This design comes from an exercise in tuning for small area on the open sky130 flow, not from production work. Only simulation tests tie the RTL to the original design; equivalence was not proved. Power is estimated from default activity; no workload was simulated.

==> flow/config.mk <==
export PLATFORM = sky130hd
export DESIGN_NAME = Segway
export DESIGN_NICKNAME = Segway
export VERILOG_FILES = /design/flow/design.v
export SDC_FILE = /design/flow/constraint.sdc
export NUM_CORES = 4
export LEC_CHECK = 0
export CAP_MARGIN = 20
export CORE_MARGIN = 2
export CORE_UTILIZATION = 75
export CTS_BUF_LIST = sky130_fd_sc_hd__clkbuf_8
export GPL_TIMING_DRIVEN = 0
export PLACE_DENSITY = 0.88
export SLEW_MARGIN = 20
==> flow/constraint.sdc <==
create_clock -name core_clock -period 16.0 [get_ports {clk}]
set_input_delay 3.2000 -clock core_clock [delete_from_list [all_inputs] [get_ports {clk}]]
set_output_delay 3.2000 -clock core_clock [all_outputs]
set_load 0.01 [all_outputs]
==> flow/design.v <==
module UART_rcv(clk,rst_n,RX,clr_rdy,rdy,is_g,is_s);
  input clk,rst_n;
  input RX;
  input clr_rdy;
  output reg rdy;
  output reg is_g, is_s;
  localparam [11:0] B_HALF = 12'hCEE;    
  localparam [11:0] B_FULL = 12'h000;    
  localparam [11:0] B_ZERO = 12'h1B1;
  localparam [7:0] CH_G = 8'h67, CH_S = 8'h73;
  reg rx_ff1, rx_ff2;
  reg [3:0] bit_cnt;       
  reg [11:0] baud;
  wire idle  = bit_cnt[3] & bit_cnt[1] & bit_cnt[0];
  wire last  = bit_cnt[3] & bit_cnt[1] & ~bit_cnt[0];
  wire recv  = ~(bit_cnt[3] & bit_cnt[1]);
  wire start = idle & ~rx_ff2;
  wire shift = recv & (baud == B_ZERO);
  wire [3:0] bit_inc;
  rc_inc #(4) ibc(.a(bit_cnt), .ci(1'b1), .s(bit_inc), .co());
  always_ff @(posedge clk or negedge rst_n)
    if (!rst_n) begin
      rx_ff1 <= 1'b1;
      rx_ff2 <= 1'b1;
    end else begin
      rx_ff1 <= RX;
      rx_ff2 <= rx_ff1;
    end
  always_ff @(posedge clk or negedge rst_n)
    if (!rst_n)
      bit_cnt <= 4'd11;
    else if (start)
      bit_cnt <= 4'd0;
    else if (shift)
      bit_cnt <= bit_inc;
    else if (last)
      bit_cnt <= 4'd11;
  always_ff @(posedge clk)
    if (start)
      baud <= B_HALF;
    else if (shift)
      baud <= B_FULL;
    else
      baud <= {baud[10:0], ~(baud[11] ^ baud[5] ^ baud[3] ^ baud[0])};
  reg eg, es;
  always_comb
    case (bit_cnt)
      4'd1: begin eg = CH_G[0]; es = CH_S[0]; end
      4'd2: begin eg = CH_G[1]; es = CH_S[1]; end
      4'd3: begin eg = CH_G[2]; es = CH_S[2]; end
      4'd4: begin eg = CH_G[3]; es = CH_S[3]; end
      4'd5: begin eg = CH_G[4]; es = CH_S[4]; end
      4'd6: begin eg = CH_G[5]; es = CH_S[5]; end
      4'd7: begin eg = CH_G[6]; es = CH_S[6]; end
      4'd8: begin eg = CH_G[7]; es = CH_S[7]; end
      default: begin eg = rx_ff2; es = rx_ff2; end    
    endcase
  always_ff @(posedge clk)
    if (start) begin
      is_g <= 1'b1;
      is_s <= 1'b1;
    end else if (shift) begin
      is_g <= is_g & (rx_ff2 == eg);
      is_s <= is_s & (rx_ff2 == es);
    end
  always_ff @(posedge clk or negedge rst_n)
    if (!rst_n)
      rdy <= 1'b0;
    else if (start || clr_rdy)
      rdy <= 1'b0;
    else if (last)
      rdy <= 1'b1;
endmodule
module Auth_blk (clk,rst_n,RX,rider_off,pwr_up);
  input rider_off;
  input RX;
  input clk;
  input rst_n;
  output logic pwr_up;
  logic rx_rdy, is_g, is_s;
  logic clr_rx_rdy;
  UART_rcv receiver(.clk(clk), .rst_n(rst_n), .RX(RX), .clr_rdy(clr_rx_rdy), .rdy(rx_rdy),
                    .is_g(is_g), .is_s(is_s));
  typedef enum reg [1:0] {OFF, PWR1, PWR2} state_t;
  state_t state, nxt_state;
  wire got_g = is_g & rx_rdy;
  wire got_s = is_s & rx_rdy;
  always_ff @(posedge clk, negedge rst_n)
    if (!rst_n)
      state <= OFF;
    else
      state <= nxt_state;
  always_comb begin
    pwr_up = 0;
    clr_rx_rdy = 0;
    nxt_state = OFF;
    case (state)
      OFF: if (got_g) begin
             clr_rx_rdy = 1;
             nxt_state = PWR1;
           end
      PWR1: begin
        pwr_up = 1;
        if (rider_off) begin
          clr_rx_rdy = 1;
          nxt_state = OFF;
        end else if (got_s) begin
          clr_rx_rdy = 1;
          nxt_state = PWR2;
        end else
          nxt_state = PWR1;
      end
      PWR2: begin
        pwr_up = 1;
        if (!rider_off && got_g) begin
          clr_rx_rdy = 1;
          nxt_state = PWR1;
        end else if (rider_off) begin
          clr_rx_rdy = 1;
          nxt_state = OFF;
        end else
          nxt_state = PWR2;
      end
      default: nxt_state = OFF;
    endcase
  end
endmodule
module SPI_mstr16(clk,rst_n,wrt,SS_n,SCLK,p,sc,smpl,shft);
  input clk, rst_n, wrt;
  output logic SS_n;
  output SCLK;
  output [4:0] p, sc;
  output smpl, shft;
  logic [9:0] cnt;
  wire [9:0] cnt_inc;
  rc_inc #(10) inc(.a(cnt), .ci(1'b1), .s(cnt_inc), .co());
  assign SCLK = cnt[4];
  assign p = cnt[9:5];
  assign sc = cnt[4:0];
  wire run = ~SS_n & ~cnt[9];                   
  assign smpl = run & (cnt[4:0] == 5'd15);      
  assign shft = run & (&cnt[4:0]);              
  wire last = ~SS_n & (cnt == 10'h1FF);
  always_ff @(posedge clk)
    if (SS_n)
      cnt <= 10'h3F7;
    else
      cnt <= cnt_inc;
  always_ff @(posedge clk, negedge rst_n)
    if (!rst_n)
      SS_n <= 1'b1;
    else if (SS_n) begin
      if (wrt) SS_n <= 1'b0;
    end else if (last)
      SS_n <= 1'b1;
endmodule
module inertial_integrator(clk,rst_n,vld,rd_lo,n_rt_lo,n_rt_hi,n_AZ,p,j,fus_go,ptch);
  input clk,rst_n,vld,rd_lo;
  input [7:0] n_rt_lo, n_rt_hi;
  input [15:0] n_AZ;
  input [4:0] p, j;
  input fus_go;
  output [15:0] ptch;
  logic [26:0] ptch_int;
  assign ptch = ptch_int[26:11];
  logic k1, k2;
  wire [7:0] lo, lsum;
  wire lc, lk;
  rc_add #(8) a0(.a(n_rt_lo), .b(8'hC2), .ci(1'b0), .s(lo), .co(lc));
  rc_add #(8) a1(.a(ptch_int[7:0]), .b(lo), .ci(1'b1), .s(lsum), .co(lk));
  always_ff @(posedge clk)
    if (rd_lo) begin
      k1 <= lc;
      k2 <= lk;
    end
  always_ff @(posedge clk, negedge rst_n)
    if (!rst_n)
      ptch_int[7:0] <= 8'h0;
    else if (rd_lo)
      ptch_int[7:0] <= lsum;
  logic [7:0] dl;           
  logic [2:0] cy;           
  logic cx;                 
  logic fus;
  wire init = p[4];                          
  wire az = ~n_AZ[j[3:0]];
  wire kb = (j == 5'd7) | (j == 5'd8);
  wire xj = j[4] ? dl[0] : (az ^ kb ^ cx);   
  wire cxn = (az & kb) | (cx & (az ^ kb));
  reg yb;                                    
  always_comb
    if (j < 5'd13)
      yb = 1'b0;
    else if (j > 5'd28)
      yb = ~ptch[15];
    else
      yb = ~ptch[j[3:0] + 4'd3];
  wire s1 = xj ^ dl[0] ^ dl[1];
  wire k1s = (xj & dl[0]) | (dl[1] & (xj ^ dl[0]));
  wire s2 = dl[5] ^ dl[7] ^ yb;
  wire k2s = (dl[5] & dl[7]) | (yb & (dl[5] ^ dl[7]));
  wire ob = s1 ^ s2 ^ cy[0];
  wire k3 = (s1 & s2) | (cy[0] & (s1 ^ s2));
  wire s4 = k1s ^ k2s ^ k3;
  wire k4 = (k1s & k2s) | (k3 & (k1s ^ k2s));
  wire h0 = s4 ^ cy[1];
  wire k5 = s4 & cy[1];
  wire f1 = k4 ^ k5 ^ cy[2];
  wire k6 = (k4 & k5) | (cy[2] & (k4 ^ k5));
  always_ff @(posedge clk)
    if (init) begin
      dl <= 8'h0;
      cy <= 3'h0;
      cx <= 1'b0;
    end else begin
      dl <= {dl[6:0], xj};
      cy <= {k6, f1, h0};
      cx <= cxn;
    end
  always_ff @(posedge clk)
    if (fus_go & (p == 5'd0) & (&j))
      fus <= ~ob;
  wire [7:0] nh;
  rc_add #(8) a5(.a(n_rt_hi), .b(8'h03), .ci(k1), .s(nh), .co());
  wire [8:0] e;
  rc_add #(9) a6(.a({nh[7], nh}), .b(fus ? 9'h002 : 9'h1FE), .ci(1'b0), .s(e), .co());
  wire [18:0] nxt;
  rc_add #(19) a7(.a(ptch_int[26:8]), .b({{10{e[8]}}, e}), .ci(k2), .s(nxt), .co());
  always_ff @(posedge clk, negedge rst_n)
    if (!rst_n)
      ptch_int[26:8] <= 19'h0;
    else if (vld)
      ptch_int[26:8] <= nxt;
endmodule
module inert_intf(clk,rst_n,tmr,vld,ptch,SS_n,SCLK,MOSI,MISO,INT);
  input clk,rst_n;
  input [15:0] tmr;                
  input MISO,INT;
  output logic vld;
  output SS_n,SCLK,MOSI;
  output [15:0] ptch;
  logic [7:0] hold_pitchH, hold_AZH;      
  logic INT_ff1, INT_ff2;
  logic wrt, done;
  logic rd_ptchL, rd_ptchH, rd_AZL, rd_AZH;
  logic MISO_smpl;
  logic [7:0] rx;                  
  logic [3:0] txi;                 
  logic smpl, shft;
  logic [15:0] cmd;
  typedef enum logic [3:0] {INIT1,INIT2,INIT3,INIT4,WAIT,READ1,READ2,READ3,READ4} state_t;
  state_t state, nextState;
  always_ff @(posedge clk) begin
    INT_ff1 <= INT;
    INT_ff2 <= INT_ff1;
  end
  logic [4:0] p, sc;
  SPI_mstr16 spi(.clk(clk), .rst_n(rst_n), .wrt(wrt), .SS_n(SS_n), .SCLK(SCLK), .p(p), .sc(sc),
                 .smpl(smpl), .shft(shft));
  assign done = SS_n;
  always_ff @(posedge clk)
    if (smpl) MISO_smpl <= MISO;
  wire [3:0] txi_inc;
  rc_inc #(4) itx(.a(txi), .ci(1'b1), .s(txi_inc), .co());
  always_ff @(posedge clk)
    if (wrt & ~SS_n)
      rx <= 8'hFF;
    else if (shft)
      rx <= {rx[6:0], ~MISO_smpl};
  always_ff @(posedge clk)
    if (wrt)
      txi <= 4'h0;
    else if (shft)
      txi <= txi_inc;
  always_comb
    case (state)
      INIT2: cmd = 16'h0D02;
      INIT3: cmd = 16'h1053;
      INIT4: cmd = 16'h1150;
      WAIT:  cmd = 16'h1460;
      READ1: cmd = 16'hA200;
      READ2: cmd = 16'hA300;
      READ3: cmd = 16'hAC00;
      default: cmd = 16'hAD00;
    endcase
  assign MOSI = cmd[~txi];
  always_ff @(posedge clk)
    if (rd_ptchH) hold_pitchH <= rx;
  always_ff @(posedge clk, negedge rst_n)
    if (!rst_n)
      hold_AZH <= 8'hFF;
    else if (rd_AZH)
      hold_AZH <= rx;
  always_ff @(posedge clk, negedge rst_n)
    if (!rst_n)
      state <= INIT1;
    else
      state <= nextState;
  wire t10 = &tmr[9:0];
  always_comb begin
    wrt = 0;
    vld = 0;
    rd_ptchL = 0;
    rd_ptchH = 0;
    rd_AZL = 0;
    rd_AZH = 0;
    nextState = state;
    case (state)
      INIT1: if (&tmr[15:10] & t10) begin nextState = INIT2; wrt = 1; end
      INIT2: if (t10) begin nextState = INIT3; wrt = 1; end
      INIT3: if (t10) begin nextState = INIT4; wrt = 1; end
      INIT4: if (t10) begin nextState = WAIT; wrt = 1; end
      WAIT:  if (INT_ff2) begin nextState = READ1; wrt = 1; end
      READ1: if (done) begin rd_ptchL = 1; wrt = 1; nextState = READ2; end
      READ2: if (done) begin rd_ptchH = 1; wrt = 1; nextState = READ3; end
      READ3: if (done) begin rd_AZL = 1; wrt = 1; nextState = READ4; end
      READ4: if (done) begin rd_AZH = 1; vld = 1; nextState = WAIT; end
      default: nextState = INIT1;
    endcase
  end
  wire fus_go = (state == READ4) & ~SS_n;
  inertial_integrator integrator_DUT(.clk(clk), .rst_n(rst_n), .vld(vld), .rd_lo(rd_ptchL),
      .n_rt_lo(rx), .n_rt_hi(hold_pitchH), .n_AZ({hold_AZH,rx}), .p(p), .j(sc), .fus_go(fus_go),
      .ptch(ptch));
endmodule
module balance_cntrl(clk,rst_n,vld,ptch,ld_cell_diff,lft_spd,lft_rev,
                     rght_spd,rght_rev,rider_off,en_steer,pwr_up);
  input clk,rst_n;
  input vld;
  input [15:0] ptch;
  input [8:0] ld_cell_diff;       
  input rider_off;
  input en_steer;
  input pwr_up;
  output [10:0] lft_spd;
  output lft_rev;
  output [10:0] rght_spd;
  output rght_rev;
  logic [17:0] integrator;
  logic [9:0] tempI, prev_ptch_err;
  wire [9:0] err = ptch[15] ? (&ptch[14:9] ? ptch[9:0] : 10'h200)
                            : (|ptch[14:9] ? 10'h1FF : ptch[9:0]);
  wire [17:0] isum;
  rc_add #(18) ai(.a(integrator), .b({{8{err[9]}}, err}), .ci(1'b0), .s(isum), .co());
  wire ov = (err[9] == integrator[17]) & (err[9] != isum[17]);
  always_ff @(posedge clk, negedge rst_n)
    if (!rst_n)
      integrator <= 18'h0;
    else if (rider_off | ~pwr_up)
      integrator <= 18'h0;
    else if (vld & ~ov)
      integrator <= isum;
  always_ff @(posedge clk, negedge rst_n)
    if (!rst_n) begin
      tempI <= 10'h0;
      prev_ptch_err <= 10'h0;
    end else if (vld) begin
      tempI <= err;
      prev_ptch_err <= tempI;
    end
  wire [9:0] dd;
  rc_add #(10) ad(.a(err), .b(~prev_ptch_err), .ci(1'b1), .s(dd), .co());
  wire [6:0] dsat = (dd[9] & ~&dd[8:6]) ? 7'h40 : (~dd[9] & |dd[8:6]) ? 7'h3F : dd[6:0];
  wire [15:0] ds = {{9{dsat[6]}}, dsat};
  wire [15:0] es = {{6{err[9]}}, err};
  wire [15:0] p14, d20, pd, pid;
  rc_add #(16) ap(.a(es << 4), .b(~(es << 1)), .ci(1'b1), .s(p14), .co());
  rc_add #(16) aq(.a(ds << 4), .b(ds << 2), .ci(1'b0), .s(d20), .co());
  rc_add #(16) ar(.a(p14), .b(d20), .ci(1'b0), .s(pd), .co());
  rc_add #(16) as(.a(pd), .b(integrator[17:2]), .ci(1'b0), .s(pid), .co());
  wire [15:0] st = en_steer ? {{7{ld_cell_diff[8]}}, ld_cell_diff} : 16'h0;
  wire [15:0] lt, rt;
  rc_add #(16) al(.a(pid), .b(~st), .ci(1'b1), .s(lt), .co());
  rc_add #(16) ab(.a(pid), .b(st), .ci(1'b0), .s(rt), .co());
  shape shl(.t(lt), .pwr_up(pwr_up), .spd(lft_spd), .rev(lft_rev));
  shape shr(.t(rt), .pwr_up(pwr_up), .spd(rght_spd), .rev(rght_rev));
endmodule
module shape(input [15:0] t, input pwr_up, output [10:0] spd, output rev);
  wire neg = t[15];
  wire [15:0] x = t ^ {16{neg}};                      
  wire big = |x[15:11];
  wire ge_sat, ge_lo, rv_x;
  rc_ge #(11) c1(.a(x[10:0]), .b(neg ? 11'd1067 : 11'd1068), .ge(ge_sat));
  rc_ge #(7) c2(.a(x[6:0]), .b(neg ? 7'd69 : 7'd70), .ge(ge_lo));
  rc_ge #(15) c3(.a(x[14:0]), .b(15'd31788), .ge(rv_x));     
  wire sat = big | ge_sat;                            
  wire sml = ~big & ~|x[10:7] & ~ge_lo;               
  wire [6:0] a7;
  rc_inc #(7) ia(.a(x[6:0]), .ci(neg), .s(a7), .co());
  wire [10:0] opa = sml ? {a7, 4'h0} : x[10:0];
  wire [10:0] opb = sml ? ~{4'h0, a7} : 11'd980;
  wire [10:0] sum;
  rc_add #(11) am(.a(opa), .b(opb), .ci(sml | neg), .s(sum), .co());
  assign spd = pwr_up ? (sum | {11{sat}}) : 11'h0;
  assign rev = neg ^ rv_x;
endmodule
module steer_en(clk,rst_n,lft_ld,rght_ld,en_steer,rider_off,ld_cell_diff);
  input clk;
  input rst_n;
  input [11:0] lft_ld;
  input [11:0] rght_ld;
  output logic en_steer;
  output logic rider_off;
  output [8:0] ld_cell_diff;       
  wire [11:0] dif, sum;
  wire nb, sc;
  rc_add #(12) ad(.a(lft_ld), .b(~rght_ld), .ci(1'b1), .s(dif), .co(nb));    
  rc_add #(12) as(.a(lft_ld), .b(rght_ld), .ci(1'b0), .s(sum), .co(sc));
  assign ld_cell_diff = dif[11:3];
  wire sum_gt_min = |sum[11:9];
  wire s_le_32r;
  rc_ge #(13) g1(.a({rght_ld[7:0], 5'h0}), .b({sc, sum}), .ge(s_le_32r));
  wire diff_gt_15_16 = ~nb | (~|rght_ld[11:8] & ~s_le_32r);
  wire d_ge;
  rc_ge #(12) g2(.a(dif), .b({1'b0, sc, sum[11:2]}), .ge(d_ge));
  wire diff_lt_1_4 = nb & ~d_ge;
  localparam [15:0] T_FULL = 16'hD577;
  logic [15:0] timer;
  logic clr_tmr;
  wire tmr_full = (timer == T_FULL);
  always_ff @(posedge clk)
    if (clr_tmr)
      timer <= 16'h0;
    else
      timer <= {timer[14:0], ~(timer[15] ^ timer[14] ^ timer[12] ^ timer[3])};
  typedef enum logic [1:0] {IDLE, WAIT, STEER} state_t;
  state_t state, nextState;
  always_ff @(posedge clk, negedge rst_n)
    if (!rst_n)
      state <= IDLE;
    else
      state <= nextState;
  always_comb begin
    clr_tmr = 0;
    en_steer = 0;
    rider_off = 0;
    nextState = IDLE;
    case (state)
      IDLE:
        if (sum_gt_min) begin
          nextState = WAIT;
          clr_tmr = 1;
        end
      WAIT:
        if (!sum_gt_min) begin
          nextState = IDLE;
          rider_off = 1;
        end else if (diff_lt_1_4) begin
          nextState = WAIT;
          clr_tmr = 1;
        end else if (tmr_full)
          nextState = STEER;
        else
          nextState = WAIT;
      STEER: begin
        en_steer = 1;
        if (!sum_gt_min) begin
          nextState = IDLE;
          rider_off = 1;
        end else if (diff_gt_15_16) begin
          clr_tmr = 1;
          nextState = WAIT;
        end else
          nextState = STEER;
      end
      default:
        nextState = IDLE;
    endcase
  end
endmodule
module PWM11(PWM_sig, duty, cnt, clk, rst_n);
  input clk, rst_n;
  input [10:0] duty;
  input [10:0] cnt;
  output reg PWM_sig;
  reg Q;
  wire ge;
  rc_ge #(11) cmp(.a(cnt), .b(duty), .ge(ge));
  always @(posedge clk)
    Q <= ~ge;
  always @(posedge clk or negedge rst_n)
    if (!rst_n)
      PWM_sig <= 1'b0;
    else
      PWM_sig <= Q;
endmodule
module mtr_drv(input clk, rst_n, lft_rev, rght_rev, input [10:0] lft_spd, input [10:0] rght_spd,
               output [15:0] tmr,
               output logic PWM_rev_lft, PWM_frwrd_lft, PWM_rev_rght, PWM_frwrd_rght);
  logic [15:0] cnt;
  wire [15:0] cnt_inc;
  rc_inc #(16) inc(.a(cnt), .ci(1'b1), .s(cnt_inc), .co());
  always_ff @(posedge clk, negedge rst_n)
    if (!rst_n)
      cnt <= 16'h0;
    else
      cnt <= cnt_inc;
  assign tmr = cnt;
  logic PWM_sig_left, PWM_sig_right;
  PWM11 pwm_left(.clk(clk), .rst_n(rst_n), .duty(lft_spd), .cnt(cnt[10:0]), .PWM_sig(PWM_sig_left));
  PWM11 pwm_right(.clk(clk), .rst_n(rst_n), .duty(rght_spd), .cnt(cnt[10:0]), .PWM_sig(PWM_sig_right));
  assign PWM_rev_lft = lft_rev & PWM_sig_left;
  assign PWM_rev_rght = rght_rev & PWM_sig_right;
  assign PWM_frwrd_lft = ~lft_rev & PWM_sig_left;
  assign PWM_frwrd_rght = ~rght_rev & PWM_sig_right;
endmodule
module A2D_intf(clk, rst_n, nxt, lft_ld, rght_ld, SS_n, SCLK, MOSI, MISO);
  input clk, rst_n, nxt;
  input MISO;
  output logic [11:0] lft_ld, rght_ld;
  output SS_n, SCLK, MOSI;
  logic wrt, done, update;
  logic [1:0] counter;
  logic [11:0] rx;
  logic [4:0] p;
  logic smpl;
  typedef enum logic [1:0] {IDLE, TELL, READ} state_t;
  state_t state, nxt_state;
  SPI_mstr16 spi(.clk(clk), .rst_n(rst_n), .wrt(wrt), .SS_n(SS_n), .SCLK(SCLK), .p(p), .sc(),
                 .smpl(smpl), .shft());
  assign done = SS_n;
  always_ff @(posedge clk)
    if (smpl) rx <= {rx[10:0], MISO};
  assign MOSI = (p == 5'd2) & (counter != 2'd0) | (p == 5'd4) & (counter == 2'd2);
  always_ff @(posedge clk, negedge rst_n)
    if (!rst_n)
      state <= IDLE;
    else
      state <= nxt_state;
  always_comb begin
    wrt = 0;
    update = 0;
    nxt_state = state;
    case (state)
      IDLE: if (nxt) begin wrt = 1; nxt_state = TELL; end
      TELL: if (done) begin wrt = 1; nxt_state = READ; end
      READ: if (done) begin update = 1; nxt_state = IDLE; end
      default: nxt_state = IDLE;
    endcase
  end
  always_ff @(posedge clk, negedge rst_n)
    if (!rst_n) begin
      lft_ld <= 12'h0;
      rght_ld <= 12'h0;
    end else if (update) begin
      if (counter == 2'd0) lft_ld <= rx;
      if (counter == 2'd1) rght_ld <= rx;
    end
  always_ff @(posedge clk, negedge rst_n)
    if (!rst_n)
      counter <= 2'd0;
    else if (update)
      counter <= (counter == 2'd2) ? 2'd0 : {counter[0], ~counter[0] & ~counter[1]};
endmodule
module reset_synch(RST_n, clk, rst_n);
input RST_n, clk;
output reg rst_n;
reg int_rst;
always @(negedge clk or negedge RST_n) begin
	if(!RST_n)
		int_rst <= 1'b0;
	else
		int_rst <= 1'b1;
end
always @(negedge clk or negedge RST_n) begin
	if(!RST_n)
		rst_n <= 1'b0;
	else
		rst_n <= int_rst;
end
endmodule
module Segway(clk,RST_n,INERT_SS_n,INERT_MOSI,
              INERT_SCLK,INERT_MISO,A2D_SS_n,A2D_MOSI,A2D_SCLK,
              A2D_MISO,PWM_rev_rght,PWM_frwrd_rght,PWM_rev_lft,
              PWM_frwrd_lft,INT,RX);
  input clk,RST_n;
  input INERT_MISO;
  input A2D_MISO;
  input INT;
  input RX;
  output A2D_SS_n, INERT_SS_n;
  output A2D_MOSI, INERT_MOSI;
  output A2D_SCLK, INERT_SCLK;
  output PWM_rev_rght, PWM_frwrd_rght;
  output PWM_rev_lft, PWM_frwrd_lft;
  wire rst_n;
  wire [11:0] lft_ld, rght_ld;
  wire [10:0] lft_spd, rght_spd;
  wire lft_rev, rght_rev;
  wire rider_off, pwr_up, en_steer;
  wire vld;
  wire [15:0] ptch;
  wire [8:0] ld_cell_diff;
  wire [15:0] tmr;                       
  reset_synch iRST(.clk(clk),.RST_n(RST_n),.rst_n(rst_n));
  Auth_blk auth(.clk(clk), .rst_n(rst_n), .RX(RX), .rider_off(rider_off), .pwr_up(pwr_up));
  inert_intf inert(.clk(clk), .rst_n(rst_n), .tmr(tmr), .vld(vld), .ptch(ptch),
                   .SS_n(INERT_SS_n), .SCLK(INERT_SCLK), .MOSI(INERT_MOSI), .MISO(INERT_MISO), .INT(INT));
  balance_cntrl blctrl(.clk(clk), .rst_n(rst_n), .vld(vld), .ptch(ptch), .ld_cell_diff(ld_cell_diff),
                       .lft_spd(lft_spd), .lft_rev(lft_rev), .rght_spd(rght_spd), .rght_rev(rght_rev),
                       .rider_off(rider_off), .en_steer(en_steer), .pwr_up(pwr_up));
  steer_en steer(.clk(clk), .rst_n(rst_n), .lft_ld(lft_ld), .rght_ld(rght_ld),
                 .en_steer(en_steer), .rider_off(rider_off), .ld_cell_diff(ld_cell_diff));
  mtr_drv mtr(.clk(clk), .rst_n(rst_n), .tmr(tmr), .lft_spd(lft_spd), .lft_rev(lft_rev),
              .rght_spd(rght_spd), .rght_rev(rght_rev),
              .PWM_rev_lft(PWM_rev_lft), .PWM_frwrd_lft(PWM_frwrd_lft),
              .PWM_rev_rght(PWM_rev_rght), .PWM_frwrd_rght(PWM_frwrd_rght));
  A2D_intf A2D(.clk(clk), .rst_n(rst_n), .nxt(vld), .lft_ld(lft_ld), .rght_ld(rght_ld),
               .SS_n(A2D_SS_n), .SCLK(A2D_SCLK), .MOSI(A2D_MOSI), .MISO(A2D_MISO));
endmodule
module rc_add #(parameter N = 8) (input [N-1:0] a, input [N-1:0] b, input ci,
                                  output [N-1:0] s, output co);
  wire [N:0] c;
  assign c[0] = ci;
  genvar i;
  generate for (i = 0; i < N; i = i + 1) begin : g
    assign s[i] = a[i] ^ b[i] ^ c[i];
    assign c[i+1] = (a[i] & b[i]) | (c[i] & (a[i] ^ b[i]));
  end endgenerate
  assign co = c[N];
endmodule
module rc_inc #(parameter N = 8) (input [N-1:0] a, input ci, output [N-1:0] s, output co);
  wire [N:0] c;
  assign c[0] = ci;
  genvar i;
  generate for (i = 0; i < N; i = i + 1) begin : g
    assign s[i] = a[i] ^ c[i];
    assign c[i+1] = a[i] & c[i];
  end endgenerate
  assign co = c[N];
endmodule
module rc_ge #(parameter N = 8) (input [N-1:0] a, input [N-1:0] b, output ge);
  wire [N:0] c;
  assign c[0] = 1'b1;
  genvar i;
  generate for (i = 0; i < N; i = i + 1) begin : g
    assign c[i+1] = (a[i] & ~b[i]) | (c[i] & (a[i] | ~b[i]));
  end endgenerate
  assign ge = c[N];
endmodule
==> flow/flow/run.sh <==
#!/bin/bash
# Standard layout flow; only the clock tree options differ: no dummy loads
# are added to balance the clock tree, and leaf buffers are clkbuf_8.
set -e
export CTS_ARGS="-sink_clustering_enable -repair_clock_nets -dont_use_dummy_load -buf_list sky130_fd_sc_hd__clkbuf_8 -sink_clustering_size 16 -sink_clustering_max_diameter 60"
bash standard.sh > standard.log 2>&1
==> flow/standard.sh <==
#!/bin/bash
# synth_recipe.tcl (not shown) runs the flow's synth.tcl, then flattens the netlist and writes it again
# the make line also repeats each setting of config.mk as NAME=value (left out here)
make -C /OpenROAD-flow-scripts/flow DESIGN_CONFIG=/design/flow/config.mk WORK_HOME=/design/flow/orfs CLKGATE_MAP_FILE= SYNTH_SCRIPT=/design/flow/synth_recipe.tcl "${@:-finish}"
==> impl_metrics.yaml, run 1 <==
grt:
  grt_start_max_net_pins: 20
  grt_pass1_vias: 12400
  antenna_found_initial: 0
  grt_first_pass_wirelength_um: 61600
  grt_usage: 0.355
  gr-total-overflow: 0
sta:
  fin_crit_sh: 1.02
  grt_setup_unrepaired: "true"
  fmax_ghz: 0.0611
  final_max_slew_viol_count: 0
  setup_tns_ns: -1.09
  relSlewSlack: 0.286
  worst_pin_slew_ns: 1.07
  hold_viol: 0
  layout_setup_ws_ns: -0.373
  fin_crit_ns: 16.37
  finalSetupViolCount: 5
  finClkSkew_ns: 0.0640
detailed_routing:
  via_per_inst: 6.28
  num_vias: 11800
  drc_errors: 0
  drt-initial-drc-count: 832
  wl_um: 39400
  wl_per_cell_um: 21.0
  antenna_left: 0
  firstDrtPassIters: 6
power_and_ir_drop:
  leakage_nw: 8.26
  power.density_nw_per_um2: 52.4
  vdd_drop_max_uv: 74.2
  finalPower_mw: 0.938
placed_design:
  finalWeightedCongestion: 0.932
  dpl.hpwl_um: 25700
  dp_slack_ns: -1.67
  dp_cells: 1798
  numPortBuffers: 15
cells_and_area:
  seq_area_sq_um: 5760
  n_antenna_cell: 0
  utilization: 0.860
  finalNetCount: 1866
  syn_to_final_growth_pct: 13.5
  fillerInstances: 1009
  layout-drive-gt1-share: 0.198
  final_cells: 1874
  multiInputGateArea_sq_um: 9770
cts:
  cts_sinks: 240
  cts_hold_buf: 0
  root_buffer: "clkbuf_8"
  htreeDepth: 1
  clock_latency_ns: 0.56
  path_clk_slew_ns: 0.09
  cts_buffers: 21
  cts_buffer_depth: 3
  cts_tree: "built"
worst_setup_path:
  critPathMaxFanout: 10
  critPathMostFrequentCell: "fa_2"
  crit_buf_inv: 11
  crit_path_max_incr_delay_ns: 0.61
  required_ns: 12.80
  crit_slowest_cell: "fa_2"
  cp.arrival_ns: 13.17
  cp-end-kind: "primary output"
  crit_family: "adder cells"
  crit_type: "flip-flop to primary output"
  start_kind: "flip-flop"
  r2r_slack_ns: -0.25
synthesis:
  synth_async_sr_flop_share: 0.575
  seq_area_frac_synth: 0.365
  synth_area_leaders: "fa_1 (20%), dfrtp_1 (19%), dfxtp_1 (9.9%), ha_1 (8.1%), inv_1 (4.7%)"
  yosys_warnings: 11
  syn_area_sq_um: 15800
  ys_types: 77
  syn_inst: 1499
  synth_top_area_frac: 0.199
  synth_nets: 1764
  syn_avg_cell_area_sq_um: 10.5
  synth_ff_type: "dfrtp_1"
  netlist.top_cell.by_area: "fa_1"
  synth_edf_count: 24
  ys_seq_elements: 240
floorplan:
  die_y_um: 149
  rows: 53
  die-area_sq_um: 22200
  initial_core_util: 0.758
  core_area_sq_um: 20800
  io_pins: 16
  die_width_um: 149
outcome:
  status: "failed layout checks"
  so.violations: "negative setup slack"
job:
  max_cap_viol_count: 0
min_path:
  hold_class: "flip-flop to flip-flop"
## cell usage in the layout, fill, tap and decap left out, drive strengths merged, types with 12 or more instances in the layout
cell type	count
a21oi	74
nand2b	18
nor2	91
inv	199
buf	78
xor2	12
edfxtp	24
clkbuf	57
xnor2	37
dfstp	15
dfxtp	78
nor3	14
mux2	22
nand2	143
ha	102
o21ai	72
mux2i	28
fa	157
nor2b	34
nand4	12
or2	19
dfrtp	121
nand3	21
## through the flow
step                hold WS, ns  area (sq um)
floorplan                 0.292         15900
global placement          0.297         16400
detailed placement        0.301         16600
CTS                       0.301         17600
global route              0.314         17900
finish                    0.299         17900
## path summary, 6_finish.rpt
check | start | to | cells past startpoint
min in group asynchronous | iRST.rst_n | A2D.rght_ld[4] | 0
setup reg to reg | inert.integrator_DUT.ptch_int[23] | mtr.pwm_left.Q | 68
hold reg to reg | iRST.int_rst | iRST.rst_n | 0
hold / removal | iRST.int_rst | iRST.rst_n | 0
setup / recovery | inert.integrator_DUT.ptch_int[23] | PWM_rev_lft | 48
max in group asynchronous | RST_n | iRST.rst_n | 1
## worst reg2reg max path, delay by kind of cell, from the launching register on
kind | cells | cell delay [ns]
flip-flops | 1 | 0.45
XOR/XNOR | 3 | 0.65
AND/OR/NAND/NOR | 5 | 1.08
adder cells (fa/ha/maj) | 31 | 10.21
buffers and inverters | 16 | 1.31
AO/OA/AOI/OAI | 13 | 2.47
## cells in the mapped netlist, drive strengths merged, types with 9 or more instances
master and instances:
a21o 10, a21oi 74, and2 9, clkbuf 43, dfrtp 121, dfstp 15, dfxtp 78, edfxtp 24
fa 157, ha 102, inv 200, maj3 9, mux2 22, mux2i 28, mux4 9, nand2 143
nand2b 18, nand3 21, nand4 12, nor2 91, nor2b 34, nor3 14, o211ai 10, o21ai 72
or2 19, xnor2 37, xor2 12
## layout make-up
class | count | share of cell area
well taps | 275 | 0.0192
clock buffers | 21 | 0.0161
flip-flops and latches | 240 | 0.322
inverters | 201 | 0.0424
multi-input cells | 1012 | 0.546
plain buffers | 39 | 0.00985
repair buffers | 86 | 0.0449
## state kept, by name, indices dropped and copies added (netlist names), 10 cells and up
register and count:
mtr.cnt 16, auth.receiver.baud 12, A2D.rght_ld 12, blctrl.prev_ptch_err 10, blctrl.tempI 10, A2D.lft_ld 12
inert.integrator_DUT.ptch_int 27, steer.timer 16, inert.spi.cnt 10, blctrl.integrator 18, A2D.rx 12, A2D.spi.cnt 10
## layer usage
layer / vias to the layer above / wire length [um] / global-route usage / share of wire
li1: 5140 / - / - / -
met1: 5855 / 14100 / 0.429 / 0.36
met2: 582 / 20100 / 0.611 / 0.51
met3: 185 / 2810 / 0.0560 / 0.071
met4: 0 / 2330 / 0.198 / 0.059
met5: - / 0 / 0 / 0
## logic make-up after synthesis
kind of cell	after synthesis	synth area share
DFF	240	0.365
muxes	59	0.0463
other	1	0.000238
buffers and inverters	247	0.0592
and+or+nand+nor	403	0.125
xor gates and xnor gates	50	0.0291
AOI/OAI and AO/OA	231	0.0897
adders and majority gates	268	0.286
## what timing repair did
action	CTS	global route
resized for setup	130	45
gates cloned	0	1
pin swaps	80	81
setup buffers	49	13
setup endpoints to repair	6	6
## power breakdown
group / internal, mW / switching, mW
Sequential: 0.612 / 0.000688
Clock: 0.118 / 0.195
Combinational: 0.00504 / 0.00819
Total: 0.735 / 0.204
==> inputs of run 2 (changes only) <==
--- a/flow/config.mk
+++ b/flow/config.mk
@@ -8,7 +8,7 @@
 export CAP_MARGIN = 20
 export CORE_MARGIN = 2
-export CORE_UTILIZATION = 75
+export CORE_UTILIZATION = 60
 export CTS_BUF_LIST = sky130_fd_sc_hd__clkbuf_8
 export GPL_TIMING_DRIVEN = 0
-export PLACE_DENSITY = 0.88
+export PLACE_DENSITY = 0.75
 export SLEW_MARGIN = 20
==> impl_metrics.yaml, run 2 <==
outcome:
  status: "failed layout checks"
  so.violations: "negative setup slack"
power_and_ir_drop:
  leakage_nw: 8.15
  power.density_nw_per_um2: 53.0
  vdd_drop_max_uv: 70.1
placed_design:
  numPortBuffers: 15
  finalWeightedCongestion: 0.862
  dpl.hpwl_um: 24100
sta:
  hold_viol: 0
  worst_pin_slew_ns: 1.03
  fmax_ghz: 0.0619
  finalSetupViolCount: 4
  layout_setup_ws_ns: -0.164
  final_max_slew_viol_count: 0
  finClkSkew_ns: 0.0887
  relSlewSlack: 0.307
  grt_setup_unrepaired: "true"
  fin_crit_ns: 16.16
  fin_crit_sh: 1.01
  setup_tns_ns: -0.433
floorplan:
  rows: 59
  io_pins: 16
  die_y_um: 166
  core_area_sq_um: 25900
  die-area_sq_um: 27600
  die_width_um: 166
  initial_core_util: 0.609
synthesis:
  syn_area_sq_um: 15800
  synth_common_cells: "inv_1 (197), fa_1 (157), nand2_1 (143), dfrtp_1 (121), ha_1 (102)"
  synth_async_sr_flop_share: 0.575
  ys_seq_elements: 240
  synth_simple_gate_area_frac: 0.125
  synthMuxAreaShare: 0.0463
  netlist.top_cell.by_area: "fa_1"
  yosys_warnings: 11
  yosysMostFrequentCell: "inv_1"
  synth_top_area_frac: 0.199
  synth_edf_count: 24
  synth_top_family_by_area: "adder cells"
  synthAdderAreaFrac: 0.286
  seq_area_frac_synth: 0.365
  synth_ff_type: "dfrtp_1"
  syn_inst: 1499
  syn_avg_cell_area_sq_um: 10.5
  synth_area_leaders: "fa_1 (20%), dfrtp_1 (19%), dfxtp_1 (9.9%), ha_1 (8.1%), inv_1 (4.7%)"
  ys_types: 77
  synth_nets: 1764
  synth_compound_area_frac: 0.0897
  synth-xor-area-share: 0.0291
cts:
  htreeDepth: 1
  cts_buffer_depth: 3
  cts_sinks: 240
  path_clk_slew_ns: 0.09
  cts_hold_buf: 0
  root_buffer: "clkbuf_8"
  cts_buffers: 22
  clock_latency_ns: 0.58
  cts_tree: "built"
cells_and_area:
  seq_area_sq_um: 5760
  layout-drive-gt1-share: 0.178
  final_cell_mix: "inv_1 (178), nand2_1 (143), dfrtp_1 (118), fa_1 (113)"
  top_register: "inert.integrator_DUT.ptch_int"
  multiInputGateArea_sq_um: 9700
  layout_commonest_cell: "inv_1"
  finalNetCount: 1853
  utilization: 0.685
  n_antenna_cell: 0
  fillerInstances: 1898
  top_regs: "inert.integrator_DUT.ptch_int: 27 flops, blctrl.integrator: 18 flops"
  largest_reg_flops: 27
  syn_to_final_growth_pct: 12.5
worst_setup_path:
  crit_slowest_cell: "fa_2"
  critPathMostFrequentCell: "fa_2"
  cp-end-kind: "primary output"
  crit_buf_inv: 10
  crit_path_max_incr_delay_ns: 0.50
  critPathMaxFanout: 5
  crit_family: "adder cells"
  cp.arrival_ns: 12.96
  crit_type: "flip-flop to primary output"
  required_ns: 12.80
  start_kind: "flip-flop"
detailed_routing:
  drt-initial-drc-count: 611
  firstDrtPassIters: 5
  via_per_inst: 5.60
  wl_um: 32100
  wl_per_cell_um: 16.7
  num_vias: 10800
  drc_errors: 0
  antenna_left: 0
grt:
  grt_usage: 0.237
  grt_start_max_net_pins: 19
  antenna_found_initial: 0
  grt_pass1_vias: 11200
  grt_first_pass_wirelength_um: 53900
  gr-total-overflow: 0
min_path:
  hold_class: "flip-flop to flip-flop"
job:
  max_cap_viol_count: 0
## run 2: metrics by stage
step                std cells  instance area, sq um  hold slack (ns)  setup WS, ns  total power [mW]
global placement         1849                 16500            0.297         -1.05             0.634
global route             1921                 17700            0.290        -0.617             0.974
floorplan                1499                 15900            0.292        0.0186             0.630
finish                   1921                 17700            0.310        -0.164             0.940
CTS                      1914                 17400            0.290        0.0169             0.952
detailed placement       1859                 16600            0.314         -1.27             0.639
## run 2: area by class of cell
type / instances / share of cell area
multi-input cells: 1012 / 0.546
well taps: 335 / 0.0236
clock buffers: 22 / 0.0171
inverters: 201 / 0.0428
plain buffers: 43 / 0.0104
flip-flops and latches: 240 / 0.324
repair buffers: 68 / 0.0353
## run 2: power breakdown
group          switching [mW]  leakage, nW  internal [mW]
Clock                   0.192        0.158          0.123
Sequential           0.000828         2.71          0.612
Combinational         0.00801         5.29        0.00471
Total                   0.201         8.15          0.739
## run 2: repair_timing
action,4_1_cts,5_1_grt
gates resized for setup,73,78
setup endpoints to repair,6,6
pin swaps,39,68
setup buffers,33,11
## run 2: per-layer routing
metal / part of all wire / global-route usage / routed length, um
met2: 0.52 / 0.422 / 16600
met3: 0.037 / 0.0279 / 1200
met5: 0 / 0 / 0
met4: 0.027 / 0.0707 / 852
met1: 0.42 / 0.305 / 13400
## run 2: worst paths after layout
check	from	end	slack, ns	cells past startpoint
setup / recovery	inert.integrator_DUT.ptch_int[20]	PWM_frwrd_rght	-0.16	47
hold / removal	mtr.pwm_left.Q	mtr.pwm_left.PWM_sig	0.31	0
setup reg to reg	inert.integrator_DUT.ptch_int[20]	mtr.pwm_left.Q	0.06	65
hold reg to reg	mtr.pwm_left.Q	mtr.pwm_left.PWM_sig	0.31	0
max in group asynchronous	RST_n	iRST.rst_n	5.13	1
min in group asynchronous	iRST.rst_n	A2D.rght_ld[1]	8.24	0
## run 2: worst register-to-register path, delay by kind of cell, from the launching register on
family / cells / cell delay, ns
compound gates: 11 / 2.35
xor+xnor: 3 / 0.66
fa+ha+maj: 30 / 10.15
buf+inv: 17 / 1.32
flops: 1 / 0.44
mux: 2 / 0.34
simple gates: 2 / 0.55
## run 2: cells by family (layout without fill, tap and decap cells)
family | count (synthesis) | in the layout
adder cells (fa/ha/maj) | 268 | 268
flip-flops | 240 | 240
XOR/XNOR | 50 | 50
AO/OA/AOI/OAI | 231 | 231
AND/OR/NAND/NOR | 403 | 403
buffers and inverters | 247 | 334
other | 1 | 1
multiplexers | 59 | 59
==> inputs of run 3 (changes only) <==
--- a/flow/design.v
+++ b/flow/design.v
@@ -364,9 +364,11 @@
   wire [15:0] ds = {{9{dsat[6]}}, dsat};
   wire [15:0] es = {{6{err[9]}}, err};
-  wire [15:0] p14, d20, pd, pid;
+  wire [15:0] p14, pi, cs_s, cs_c, pid;
   rc_add #(16) ap(.a(es << 4), .b(~(es << 1)), .ci(1'b1), .s(p14), .co());
-  rc_add #(16) aq(.a(ds << 4), .b(ds << 2), .ci(1'b0), .s(d20), .co());
-  rc_add #(16) ar(.a(p14), .b(d20), .ci(1'b0), .s(pd), .co());
-  rc_add #(16) as(.a(pd), .b(integrator[17:2]), .ci(1'b0), .s(pid), .co());
+  rc_add #(16) aq(.a(p14), .b(integrator[17:2]), .ci(1'b0), .s(pi), .co());
+  wire [15:0] d4 = ds << 2, d16 = ds << 4;
+  assign cs_s = pi ^ d4 ^ d16;
+  assign cs_c = (pi & d4) | (d16 & (pi ^ d4));
+  rc_add #(16) ar(.a(cs_s), .b({cs_c[14:0], 1'b0}), .ci(1'b0), .s(pid), .co());
   wire [15:0] st = en_steer ? {{7{ld_cell_diff[8]}}, ld_cell_diff} : 16'h0;
   wire [15:0] lt, rt;
==> impl_metrics.yaml, run 3 <==
floorplan:
  die_y_um: 168
  rows: 59
  core_area_sq_um: 26200
  die-area_sq_um: 28200
  die_width_um: 168
  initial_core_util: 0.614
  io_pins: 16
grt:
  antenna_found_initial: 0
  grt_first_pass_wirelength_um: 56600
  grt_usage: 0.246
  grt_start_max_net_pins: 18
  grt_pass1_vias: 11500
  gr-total-overflow: 0
worst_setup_path:
  crit_path_max_incr_delay_ns: 0.51
  cp-end-kind: "flip-flop"
  required_ns: 16.43
  crit_type: "flip-flop to flip-flop"
  crit_family: "adder cells"
  start_kind: "flip-flop"
  crit_slowest_cell: "fa_1"
  cp.arrival_ns: 16.04
  critPathMaxFanout: 7
  critPathMostFrequentCell: "fa_2"
  crit_buf_inv: 18
sta:
  layout_setup_ws_ns: 0.384
  finClkSkew_ns: 0.102
  relSlewSlack: 0.287
  hold_viol: 0
  finalSetupViolCount: 0
  fin_crit_sh: 0.976
  fin_crit_ns: 15.62
  worst_pin_slew_ns: 1.06
  fmax_ghz: 0.0640
  grt_setup_unrepaired: "true"
  whs_ns: 0.302
  final_max_slew_viol_count: 0
detailed_routing:
  wl_per_cell_um: 16.7
  num_vias: 11100
  drc_errors: 0
  drt-initial-drc-count: 780
  via_per_inst: 5.63
  wl_um: 33000
  firstDrtPassIters: 5
  antenna_left: 0
power_and_ir_drop:
  finalPower_mw: 0.948
  pwr-share-clk: 0.341
  vdd_drop_max_uv: 70.6
  power.density_nw_per_um2: 53.1
  netSwitchingFraction: 0.215
  power_switching_mw: 0.204
  leakage_nw: 8.19
  seqPwrFrac: 0.646
  power_frac_comb: 0.014
  internal_power_mw: 0.744
synthesis:
  syn_avg_cell_area_sq_um: 10.4
  synth_area_leaders: "fa_1 (19%), dfrtp_1 (19%), dfxtp_1 (9.7%), ha_1 (8.0%), inv_1 (4.6%)"
  ys_types: 80
  synth_async_sr_flop_share: 0.575
  yosysMostFrequentCell: "inv_1"
  synth_top_area_frac: 0.194
  synth_ff_type: "dfrtp_1"
  synth_edf_count: 24
  seq_area_frac_synth: 0.357
  yosys_warnings: 11
  ys_seq_elements: 240
  synth_nets: 1820
  synth_common_cells: "inv_1 (196), nand2_1 (173), fa_1 (156), dfrtp_1 (121), o21ai_0 (108)"
  syn_area_sq_um: 16100
  netlist.top_cell.by_area: "fa_1"
  syn_inst: 1555
cts:
  cts_hold_buf: 0
  cts_buffer_depth: 3
  clock_latency_ns: 0.60
  cts_sinks: 240
  path_clk_slew_ns: 0.07
  htreeDepth: 1
  root_buffer: "clkbuf_8"
  cts_tree: "built"
  cts_buffers: 23
min_path:
  hold_class: "flip-flop to flip-flop"
cells_and_area:
  final_cell_mix: "inv_1 (186), nand2_1 (173), dfrtp_1 (118), fa_1 (117), o21ai_0 (102)"
  syn_to_final_growth_pct: 11.0
  layout_commonest_cell: "inv_1"
  top_regs: "inert.integrator_DUT.ptch_int: 27 flops, blctrl.integrator: 18 flops"
  finalNetCount: 1907
  layout-drive-gt1-share: 0.148
  n_antenna_cell: 0
  largest_reg_flops: 27
  utilization: 0.682
  top_register: "inert.integrator_DUT.ptch_int"
  final_area_sq_um: 17900
placed_design:
  place_area_sq_um: 16900
  dp_slack_ns: -1.35
  finalWeightedCongestion: 0.876
  numPortBuffers: 15
  dpl.hpwl_um: 25200
job:
  max_cap_viol_count: 0
outcome:
  status: "finished clean"
## run 3: area by class of cell
class                           instances  area [sq um]
Buffer                                 60           292
Fill cell                            1951          8350
Multi-Input combinational cell       1056          9730
Tap cell                              335           419
Timing Repair Buffer                   63           601
Inverter                              198           743
Sequential cell                       240          5760
Clock buffer                           23           317
## run 3: final timing paths
kind	depth (start not counted)	to	slack [ns]	from
worst min register to register	0	iRST.rst_n	0.30	iRST.int_rst
min in group asynchronous	1	inert.integrator_DUT.ptch_int[16]	8.27	iRST.rst_n
max in group asynchronous	1	iRST.int_rst	5.16	RST_n
worst max-delay path	71	mtr.pwm_left.Q	0.38	inert.integrator_DUT.ptch_int[22]
worst max register to register	71	mtr.pwm_left.Q	0.38	inert.integrator_DUT.ptch_int[22]
worst min-delay path	0	iRST.rst_n	0.30	iRST.int_rst
## run 3: cells by family (layout without fill, tap and decap cells)
logic type | Yosys count | count (layout) | share of synthesized area
fa+ha+maj | 266 | 266 | 0.279
other cells | 1 | 1 | 0.000233
flops | 240 | 240 | 0.357
buf+inv | 259 | 344 | 0.0609
xor+xnor | 52 | 52 | 0.0322
mux | 57 | 57 | 0.0448
compound gates | 254 | 254 | 0.0964
simple gates | 426 | 426 | 0.129
## run 3: timing repair
item	4_1_cts	5_1_grt
endpoints found under the setup margin	6	6
resized for setup	34	62
pin swaps	14	42
cloned	0	1
buffers inserted	17	20
## run 3: stage by stage
step	TNS (ns)	cells
floorplan	0	1555
global placement	-2.66	1905
detailed placement	-3.73	1915
CTS	0	1954
global route	-0.450	1975
finish	0	1975
## run 3: power by group through the flow
stage               sequential (mW)  combinational [mW]  clock (mW)
floorplan                     0.629            0.000595           0
global placement              0.632             0.00200           0
detailed placement            0.625              0.0135           0
CTS                           0.612              0.0136       0.334
global route                  0.612              0.0147       0.357
finish                        0.612              0.0129       0.323
## run 3: metal layers
metal	part of all wire	GRT usage
met1	0.44	0.339
met2	0.50	0.422
met3	0.038	0.0291
met4	0.025	0.0578
met5	0	0
==> inputs of run 4 (changes only) <==
--- a/flow/design.v
+++ b/flow/design.v
@@ -324,6 +324,6 @@
       .ptch(ptch));
 endmodule
-module balance_cntrl(clk,rst_n,vld,ptch,ld_cell_diff,lft_spd,lft_rev,
-                     rght_spd,rght_rev,rider_off,en_steer,pwr_up);
+module balance_cntrl(clk,rst_n,vld,ptch,ld_cell_diff,cnt,lft_pwm,lft_rev,
+                     rght_pwm,rght_rev,rider_off,en_steer,pwr_up);
   input clk,rst_n;
   input vld;
@@ -333,7 +333,8 @@
   input en_steer;
   input pwr_up;
-  output [10:0] lft_spd;
+  input [10:0] cnt;               
+  output lft_pwm;                  
   output lft_rev;
-  output [10:0] rght_spd;
+  output rght_pwm;                 
   output rght_rev;
   logic [17:0] integrator;
@@ -375,8 +376,8 @@
   rc_add #(16) al(.a(pid), .b(~st), .ci(1'b1), .s(lt), .co());
   rc_add #(16) ab(.a(pid), .b(st), .ci(1'b0), .s(rt), .co());
-  shape shl(.t(lt), .pwr_up(pwr_up), .spd(lft_spd), .rev(lft_rev));
-  shape shr(.t(rt), .pwr_up(pwr_up), .spd(rght_spd), .rev(rght_rev));
+  shape shl(.t(lt), .pwr_up(pwr_up), .cnt(cnt), .pwm(lft_pwm), .rev(lft_rev));
+  shape shr(.t(rt), .pwr_up(pwr_up), .cnt(cnt), .pwm(rght_pwm), .rev(rght_rev));
 endmodule
-module shape(input [15:0] t, input pwr_up, output [10:0] spd, output rev);
+module shape(input [15:0] t, input pwr_up, input [10:0] cnt, output pwm, output rev);
   wire neg = t[15];
   wire [15:0] x = t ^ {16{neg}};                      
@@ -392,7 +393,17 @@
   wire [10:0] opa = sml ? {a7, 4'h0} : x[10:0];
   wire [10:0] opb = sml ? ~{4'h0, a7} : 11'd980;
-  wire [10:0] sum;
-  rc_add #(11) am(.a(opa), .b(opb), .ci(sml | neg), .s(sum), .co());
-  assign spd = pwr_up ? (sum | {11{sat}}) : 11'h0;
+  wire ci = sml | neg;
+  wire [10:0] nc = ~cnt;
+  wire [10:0] cs_s = opa ^ opb ^ nc;
+  wire [10:0] cs_c = (opa & opb) | (nc & (opa ^ opb));
+  wire [10:0] cb = {cs_c[9:0], ci};
+  wire [11:0] cc;
+  assign cc[0] = 1'b0;
+  genvar i;
+  generate for (i = 0; i < 11; i = i + 1) begin : g
+    assign cc[i+1] = (cs_s[i] & cb[i]) | (cc[i] & (cs_s[i] | cb[i]));
+  end endgenerate
+  wire hi = cc[11];
+  assign pwm = pwr_up & (sat ? ~&cnt : sml ? (hi & cs_c[10]) : (hi | cs_c[10]));
   assign rev = neg ^ rv_x;
 endmodule
@@ -471,14 +482,11 @@
   end
 endmodule
-module PWM11(PWM_sig, duty, cnt, clk, rst_n);
+module PWM11(PWM_sig, on, clk, rst_n);
   input clk, rst_n;
-  input [10:0] duty;
-  input [10:0] cnt;
+  input on;                        
   output reg PWM_sig;
   reg Q;
-  wire ge;
-  rc_ge #(11) cmp(.a(cnt), .b(duty), .ge(ge));
   always @(posedge clk)
-    Q <= ~ge;
+    Q <= on;
   always @(posedge clk or negedge rst_n)
     if (!rst_n)
@@ -487,5 +495,5 @@
       PWM_sig <= Q;
 endmodule
-module mtr_drv(input clk, rst_n, lft_rev, rght_rev, input [10:0] lft_spd, input [10:0] rght_spd,
+module mtr_drv(input clk, rst_n, lft_rev, rght_rev, input lft_on, input rght_on,
                output [15:0] tmr,
                output logic PWM_rev_lft, PWM_frwrd_lft, PWM_rev_rght, PWM_frwrd_rght);
@@ -500,6 +508,6 @@
   assign tmr = cnt;
   logic PWM_sig_left, PWM_sig_right;
-  PWM11 pwm_left(.clk(clk), .rst_n(rst_n), .duty(lft_spd), .cnt(cnt[10:0]), .PWM_sig(PWM_sig_left));
-  PWM11 pwm_right(.clk(clk), .rst_n(rst_n), .duty(rght_spd), .cnt(cnt[10:0]), .PWM_sig(PWM_sig_right));
+  PWM11 pwm_left(.clk(clk), .rst_n(rst_n), .on(lft_on), .PWM_sig(PWM_sig_left));
+  PWM11 pwm_right(.clk(clk), .rst_n(rst_n), .on(rght_on), .PWM_sig(PWM_sig_right));
   assign PWM_rev_lft = lft_rev & PWM_sig_left;
   assign PWM_rev_rght = rght_rev & PWM_sig_right;
@@ -588,5 +596,5 @@
   wire rst_n;
   wire [11:0] lft_ld, rght_ld;
-  wire [10:0] lft_spd, rght_spd;
+  wire lft_on, rght_on;
   wire lft_rev, rght_rev;
   wire rider_off, pwr_up, en_steer;
@@ -600,10 +608,10 @@
                    .SS_n(INERT_SS_n), .SCLK(INERT_SCLK), .MOSI(INERT_MOSI), .MISO(INERT_MISO), .INT(INT));
   balance_cntrl blctrl(.clk(clk), .rst_n(rst_n), .vld(vld), .ptch(ptch), .ld_cell_diff(ld_cell_diff),
-                       .lft_spd(lft_spd), .lft_rev(lft_rev), .rght_spd(rght_spd), .rght_rev(rght_rev),
+                       .cnt(tmr[10:0]), .lft_pwm(lft_on), .lft_rev(lft_rev), .rght_pwm(rght_on), .rght_rev(rght_rev),
                        .rider_off(rider_off), .en_steer(en_steer), .pwr_up(pwr_up));
   steer_en steer(.clk(clk), .rst_n(rst_n), .lft_ld(lft_ld), .rght_ld(rght_ld),
                  .en_steer(en_steer), .rider_off(rider_off), .ld_cell_diff(ld_cell_diff));
-  mtr_drv mtr(.clk(clk), .rst_n(rst_n), .tmr(tmr), .lft_spd(lft_spd), .lft_rev(lft_rev),
-              .rght_spd(rght_spd), .rght_rev(rght_rev),
+  mtr_drv mtr(.clk(clk), .rst_n(rst_n), .tmr(tmr), .lft_on(lft_on), .lft_rev(lft_rev),
+              .rght_on(rght_on), .rght_rev(rght_rev),
               .PWM_rev_lft(PWM_rev_lft), .PWM_frwrd_lft(PWM_frwrd_lft),
               .PWM_rev_rght(PWM_rev_rght), .PWM_frwrd_rght(PWM_frwrd_rght));
==> impl_metrics.yaml, run 4 <==
floorplan:
  die-area_sq_um: 28100
  core_area_sq_um: 26100
  io_pins: 16
  die_y_um: 168
  rows: 59
  die_width_um: 168
  initial_core_util: 0.614
worst_setup_path:
  cp-end-kind: "primary output"
  worst-r2r-cell-count: 59
  worstReg2RegEnd: "mtr.pwm_right.Q"
  critPathMostFrequentCell: "fa_2"
  start_kind: "flip-flop"
  critPathMaxFanout: 8
  crit_slowest_cell: "fa_1"
  r2r_slack_ns: 0.91
  crit_path_max_incr_delay_ns: 0.46
  cp.arrival_ns: 12.31
  reg2reg_from: "inert.integrator_DUT.ptch_int[24]"
  required_ns: 12.80
  crit_type: "flip-flop to primary output"
synthesis:
  synth_common_cells: "inv_1 (209), nand2_1 (166), fa_1 (158), dfrtp_1 (121), ha_1 (103)"
  seq_area_frac_synth: 0.359
  synth_edf_count: 24
  yosys_warnings: 11
  synth_area_leaders: "fa_1 (20%), dfrtp_1 (19%), dfxtp_1 (9.7%), ha_1 (8.0%), inv_1 (4.9%)"
  synth_ff_type: "dfrtp_1"
  synth_nets: 1808
  netlist.top_cell.by_area: "fa_1"
  ys_seq_elements: 240
  syn_inst: 1541
  ys_types: 76
  yosysMostFrequentCell: "inv_1"
  syn_avg_cell_area_sq_um: 10.4
  syn_area_sq_um: 16000
  synth_top_area_frac: 0.197
  synth_async_sr_flop_share: 0.575
cells_and_area:
  layout_commonest_cell: "inv_1"
  syn_to_final_growth_pct: 8.50
  largest_reg_flops: 27
  n_antenna_cell: 0
  top_register: "inert.integrator_DUT.ptch_int"
  top_regs: "inert.integrator_DUT.ptch_int: 27 flops, blctrl.integrator: 18 flops"
  layout-drive-gt1-share: 0.103
  final_cells: 1939
  finalNetCount: 1873
  final_cell_mix: "inv_1 (206), nand2_1 (166), fa_1 (145), dfrtp_1 (121), ha_1 (103)"
sta:
  grt_setup_unrepaired: "false"
  hold_viol: 0
  fmax_ghz: 0.0645
  whs_ns: 0.273
  fin_crit_ns: 15.51
  finalSetupViolCount: 0
  final_max_slew_viol_count: 0
  worst_pin_slew_ns: 0.831
  finClkSkew_ns: 0.0906
  relSlewSlack: 0.446
  fin_crit_sh: 0.970
cts:
  cts_tree: "built"
  htreeDepth: 1
  clock_latency_ns: 0.59
  path_clk_slew_ns: 0.06
  cts_buffers: 25
  cts_sinks: 240
  root_buffer: "clkbuf_8"
  cts_hold_buf: 0
  cts_buffer_depth: 3
detailed_routing:
  wl_per_cell_um: 16.5
  m1WireLength_um: 14000
  wl_um: 32000
  antenna_left: 0
  drc_errors: 0
  num_vias: 10900
  via_per_inst: 5.61
  drt-initial-drc-count: 638
  wl_met2_um: 16300
  firstDrtPassIters: 7
  top_layer_used: "met5"
  met3_wirelength_um: 1020
power_and_ir_drop:
  power_switching_mw: 0.211
  leakage_nw: 8.05
  pwr-share-clk: 0.353
  seqPwrFrac: 0.635
  netSwitchingFraction: 0.218
  power_frac_comb: 0.013
  power.density_nw_per_um2: 55.5
  vdd_drop_max_uv: 62.0
  internal_power_mw: 0.755
placed_design:
  numPortBuffers: 15
  dp_cells: 1900
  dpl.hpwl_um: 25100
  finalWeightedCongestion: 0.863
grt:
  gr-total-overflow: 0
  grt_start_max_net_pins: 20
  grt_first_pass_wirelength_um: 54700
  grt_usage: 0.238
  antenna_found_initial: 1
  grt_pass1_vias: 11300
min_path:
  hold_class: "flip-flop to flip-flop"
  hold_end: "iRST.rst_n"
  hold_depth: 0
  min-delay-start: "iRST.int_rst"
job:
  max_cap_viol_count: 0
outcome:
  status: "finished clean"
## run 4: cell types whose count changed in the layout (fill, tap and decap cells not counted), sizes merged, moves of 7 or more
cell	change
nand2	-7
o21ai	-19
clkbuf	-9
or2	-7
nor2	+18
a21oi	+7
buf	-28
xnor2	-10
and3	-7
inv	+11
## run 4: final cells by class
class	instances	area (sq um)
repair buffers	39	409
fillers	2075	8730
plain buffers	44	193
flip-flops and latches	240	5750
multi-input cells	1047	9500
inverters	209	785
well taps	335	419
clock buffers	25	344
## run 4: cell families (layout without fill, tap and decap cells)
| kind of cell | count (synthesis) | in the layout | synth area share |
|---|---|---|---|
| adder cells (fa/ha/maj) | 266 | 266 | 0.281 |
| AND/OR/NAND/NOR | 431 | 431 | 0.130 |
| XOR/XNOR | 44 | 44 | 0.0289 |
| AO/OA/AOI/OAI | 240 | 240 | 0.0905 |
| flip-flops | 240 | 240 | 0.359 |
| multiplexers | 65 | 65 | 0.0504 |
| buffers and inverters | 254 | 317 | 0.0602 |
| other | 1 | 1 | 0.000234 |
## run 4: timing repair
item	CTS	global route
pin swaps	8	7
endpoints found under the setup margin	6	5
hold endpoints to repair	0	0
setup buffers	13	2
resized for setup	30	25
## run 4: metrics by stage
stage,cell area (sq um),total power [mW],TNS (ns),worst slack (ns),util
finish,17400,0.966,0,0.487,0.666
global route,17400,0.998,0,0.00186,0.666
CTS,17300,0.978,0,0.0116,0.662
detailed placement,16800,0.638,-6.32,-1.46,0.642
global placement,16600,0.634,-4.37,-1.13,0.636
floorplan,16000,0.630,0,0.399,-
## run 4: worst max path at each step
stage / start / cells past startpoint / slack [ns] / end
finish: inert.integrator_DUT.ptch_int[24] / 48 / 0.49 / PWM_rev_lft
global route: inert.integrator_DUT.ptch_int[24] / 49 / 0.002 / PWM_rev_lft
CTS: inert.integrator_DUT.ptch_int[21] / 48 / 0.01 / PWM_frwrd_lft
detailed placement: inert.integrator_DUT.ptch_int[20] / 50 / -1.46 / PWM_frwrd_lft
global placement: inert.integrator_DUT.ptch_int[20] / 50 / -1.13 / PWM_frwrd_lft
floorplan: inert.integrator_DUT.ptch_int[20] / 49 / 0.40 / PWM_frwrd_lft
## run 4: per-layer routing
metal | up-vias | GRT usage
li1 | 5223 | -
met1 | 5436 | 0.315
met2 | 172 | 0.422
met3 | 48 | 0.0305
met4 | 2 | 0.0518
met5 | - | 0
## run 4: power groups by stage
stage,Combinational (mW),Sequential [mW],Clock (mW)
after detailed placement,0.0126,0.625,0
final,0.0122,0.613,0.341
after global placement,0.00187,0.632,0
after global routing,0.0137,0.613,0.371
after CTS,0.0127,0.613,0.352
after floorplan,0.000543,0.629,0
## run 4: critical path: cells and delay by family (launching register included)
family	cells	cell delay (ns)
buf+inv	11	1.14
flops	1	0.41
compound gates	8	1.43
simple gates	2	0.38
fa+ha+maj	23	7.33
xor+xnor	4	1.02
